Source: an optimization exercise on an open RTL-to-GDS flow (aim: small area and a short achievable clock period). Production flows keep margins and buffers that such runs may drop.
Function was checked by simulation only, so behaviour that the tests miss may differ from the original.
No activity file was given, so power comes from the tool's default toggle rates.

== nickel ==
==> flow/design.v (excerpt) <==
module Processor(
	output [31:0] out,
	output [31:0] ans,
	output [31:0] imem_addr,
	input [31:0] imem_data,
	input reset,
	input clk);
For scale: roughly 3900 cells after synthesis, about 130 I/O pins, about 0.051 mm^2 of cells after synthesis.
==> module alu, before the edit <==
module alu(
	input [31:0] An, input [31:0] RTn, input [31:0] simm, input [5:0] op,
	input alusrc, input f_sub, input f_arith, input f_and, input f_or,
	input f_xor, input f_not, input f_sla, input f_sr, input f_sra,
	output [31:0] out, output [31:0] res, output [5:0] ad);
	wire [16:0] bx0s, bx1s;
	wire [1:0] p0, p1, q0, q1;
	bctl u_bc [1:0] (.op(op), .p0(p0), .p1(p1), .q0(q0), .q1(q1));
	bpre u_bpl [8:0] (.imm(simm[8:0]), .p0(p0[0]), .p1(p1[0]), .q0(q0[0]), .q1(q1[0]),
		.bx0(bx0s[8:0]), .bx1(bx1s[8:0]));
	bpre u_bph [16:9] (.imm(simm[16:9]), .p0(p0[1]), .p1(p1[1]), .q0(q0[1]), .q1(q1[1]),
		.bx0(bx0s[16:9]), .bx1(bx1s[16:9]));
	wire [31:0] bx0 = {{15{bx0s[16]}}, bx0s};
	wire [31:0] bx1 = {{15{bx1s[16]}}, bx1s};
	wire [31:0] Bxn;
	mux2n u_bm [31:0] (.s(RTn), .d1(bx0), .d0(bx1), .y(Bxn));
	wire [31:0] x;
	xor2m u_x [31:0] (.a(An), .b(Bxn), .y(x));
	wire [31:0] gl [0:5];
	wire [31:0] tl [0:5];
	wire [31:0] g, t;
	pg_pos u_pg [31:0] (.an(An), .bn(Bxn), .g(g), .t(t));
	assign gl[0][0] = f_sub;
	assign tl[0][0] = 1'b0;
	assign gl[0][31:1] = g[30:0];
	assign tl[0][31:1] = t[30:0];
	genvar k, j;
	generate
		for (k = 1; k <= 5; k = k + 1) begin : lvl
			localparam integer D = 1 << (k - 1);
			for (j = 0; j < 32; j = j + 1) begin : bt
				if (j < D) begin : ps
					inv1 u_i (.a(gl[k-1][j]), .y(gl[k][j]));
					assign tl[k][j] = 1'b0;
				end else if (j < 2 * D) begin : gonly
					if (k % 2 == 0) begin : np
						pre_np_g u_g (.gh(gl[k-1][j]), .th(tl[k-1][j]), .gl(gl[k-1][j-D]), .g(gl[k][j]));
					end else begin : pn
						pre_pn_g u_g (.gh(gl[k-1][j]), .th(tl[k-1][j]), .gl(gl[k-1][j-D]), .g(gl[k][j]));
					end
					assign tl[k][j] = 1'b0;
				end else begin : full
					if (k % 2 == 0) begin : np
						pre_np u_p (.gh(gl[k-1][j]), .th(tl[k-1][j]), .gl(gl[k-1][j-D]), .tl(tl[k-1][j-D]), .g(gl[k][j]), .t(tl[k][j]));
					end else begin : pn
						pre_pn u_p (.gh(gl[k-1][j]), .th(tl[k-1][j]), .gl(gl[k-1][j-D]), .tl(tl[k-1][j-D]), .g(gl[k][j]), .t(tl[k][j]));
					end
				end
			end
		end
	endgenerate
	wire [31:0] cn = gl[5];
	wire [31:0] aln = {An[30:0], 1'b1};
	wire [31:0] arn = {~(~An[31] & f_sra), An[31:1]};
	wire [31:0] y0n, y1n;
	res_pre u_rp [31:0] (.x(x), .g(g), .t(t), .bn(Bxn), .aln(aln), .arn(arn),
		.f_arith(f_arith), .f_ax(f_arith | f_xor), .f_xor(f_xor), .f_and(f_and), .f_or(f_or),
		.f_not(f_not), .f_sla(f_sla), .f_sr(f_sr), .y0n(y0n), .y1n(y1n));
	mux2n u_rm [31:0] (.s(cn), .d1(y0n), .d0(y1n), .y(out));
	mux2n u_rm2 [31:0] (.s(cn), .d1(y0n), .d0(y1n), .y(res));
	mux2n u_rm3 [5:0] (.s(gl[3][5:0]), .d1(y0n[5:0]), .d0(y1n[5:0]), .y(ad));
endmodule
Settings: LEC_CHECK=0, CAP_MARGIN=20, CELL_PAD_IN_SITES_DETAIL_PLACEMENT=0, CELL_PAD_IN_SITES_GLOBAL_PLACEMENT=1, CORE_MARGIN=2, CORE_UTILIZATION=60, CTS_BUF_LIST=sky130_fd_sc_hd__clkbuf_8, CTS_CLUSTER_DIAMETER=50, CTS_CLUSTER_SIZE=14, GPL_ROUTABILITY_DRIVEN=1, PLACE_DENSITY=0.7, SETUP_SLACK_MARGIN=5, SLEW_MARGIN=20, SYNTH_HIERARCHICAL=1; clock period 14.0 ns.
standard.sh (not shown) runs the stock make flow with config.mk's settings and CLKGATE_MAP_FILE= SYNTH_SCRIPT=/design/flow/synth_recipe.tcl, a recipe that flattens the netlist after the stock synthesis.
==> flow/flow/run.sh <==
#!/bin/bash
# The standard layout, except that the port buffers are a plain buffer cell
# (buf_4) instead of the flow's default. Each tool's output goes to its own
# log under orfs/logs; make's output goes to flow_make.log here.
set -euo pipefail
bash standard.sh "BUFFER_PORTS_ARGS=-buffer_cell sky130_fd_sc_hd__buf_4" finish > flow_make.log 2>&1
Input changes introduced in violet (baseline for comparison: nickel):
-- flow/design.v --
<<< nickel, line 238
	mux2n u_rm [31:0] (.s(cn), .d1(y0n), .d0(y1n), .y(out));
	mux2n u_rm2 [31:0] (.s(cn), .d1(y0n), .d0(y1n), .y(res));
	mux2n u_rm3 [5:0] (.s(gl[3][5:0]), .d1(y0n[5:0]), .d0(y1n[5:0]), .y(ad));
endmodule
module bpre(input imm, input p0, input p1, input q0, input q1, output bx0, output bx1);
>>> violet, line 238
	mux2n u_rm [31:0] (.s(cn), .d1(y0n), .d0(y1n), .y(out));
	mux2n u_rm2 [31:0] (.s(cn), .d1(y0n), .d0(y1n), .y(res));
	mux2n u_rm3 [5:0] (.s(cn[5:0]), .d1(y0n[5:0]), .d0(y1n[5:0]), .y(ad));
endmodule
module bpre(input imm, input p0, input p1, input q0, input q1, output bx0, output bx1);
Results
- nickel and violet ended up with nearly the same fraction of area in registers.
- ~same number of multi-input logic gates in nickel and violet
- In terms of routed wire length, nickel and violet differ only marginally.
- Capture point of the critical path: out[26] -> violet, out[30] -> nickel
- Diff nickel -> violet | power | down slightly
- From nickel to violet the numbers moved as follows: achievable clock frequency went down 1.1 MHz; overall track demand over capacity in global routing climbed 0.32 points; share of the clock period used by the worst path after layout higher.
- Taking nickel as the reference, in violet count of inverters not on the clock network in the layout fell about 0.8%; worst setup margin fell 91 ps.
- Diff nickel -> violet: path length in cells of the critical path up 2, post-route core utilization went up, post-CTS resize count rose 13%.

## what the ideal ports hide
Ports are ideal in the flow. The routed layouts listed here were re-timed in OpenROAD. Step 1: set_driving_cell puts a clkbuf_16 on clk and a buf_2 on each other input, an assumption about the parent block. Step 2 moves the port delays by t, midway between the first and last clock arrival at a register: inputs arrive t later, outputs are due t later. That takes back most of the time a late clock gives input paths. Slacks: no drivers / after step 1 / after step 2; pairs: no drivers / after step 1.
run	t, ns	setup slack, ns	clock arrival spread, ns
nickel	0.848	4.995 / 4.966 / 4.240	0.056 / 0.056
violet	0.823	4.905 / 4.847 / 4.226	0.048 / 0.048
After both steps every run listed still meets setup and hold. For nickel, which loses most, drivers alone change the setup slack by -0.029 ns; drivers and shift together by -0.755 ns.
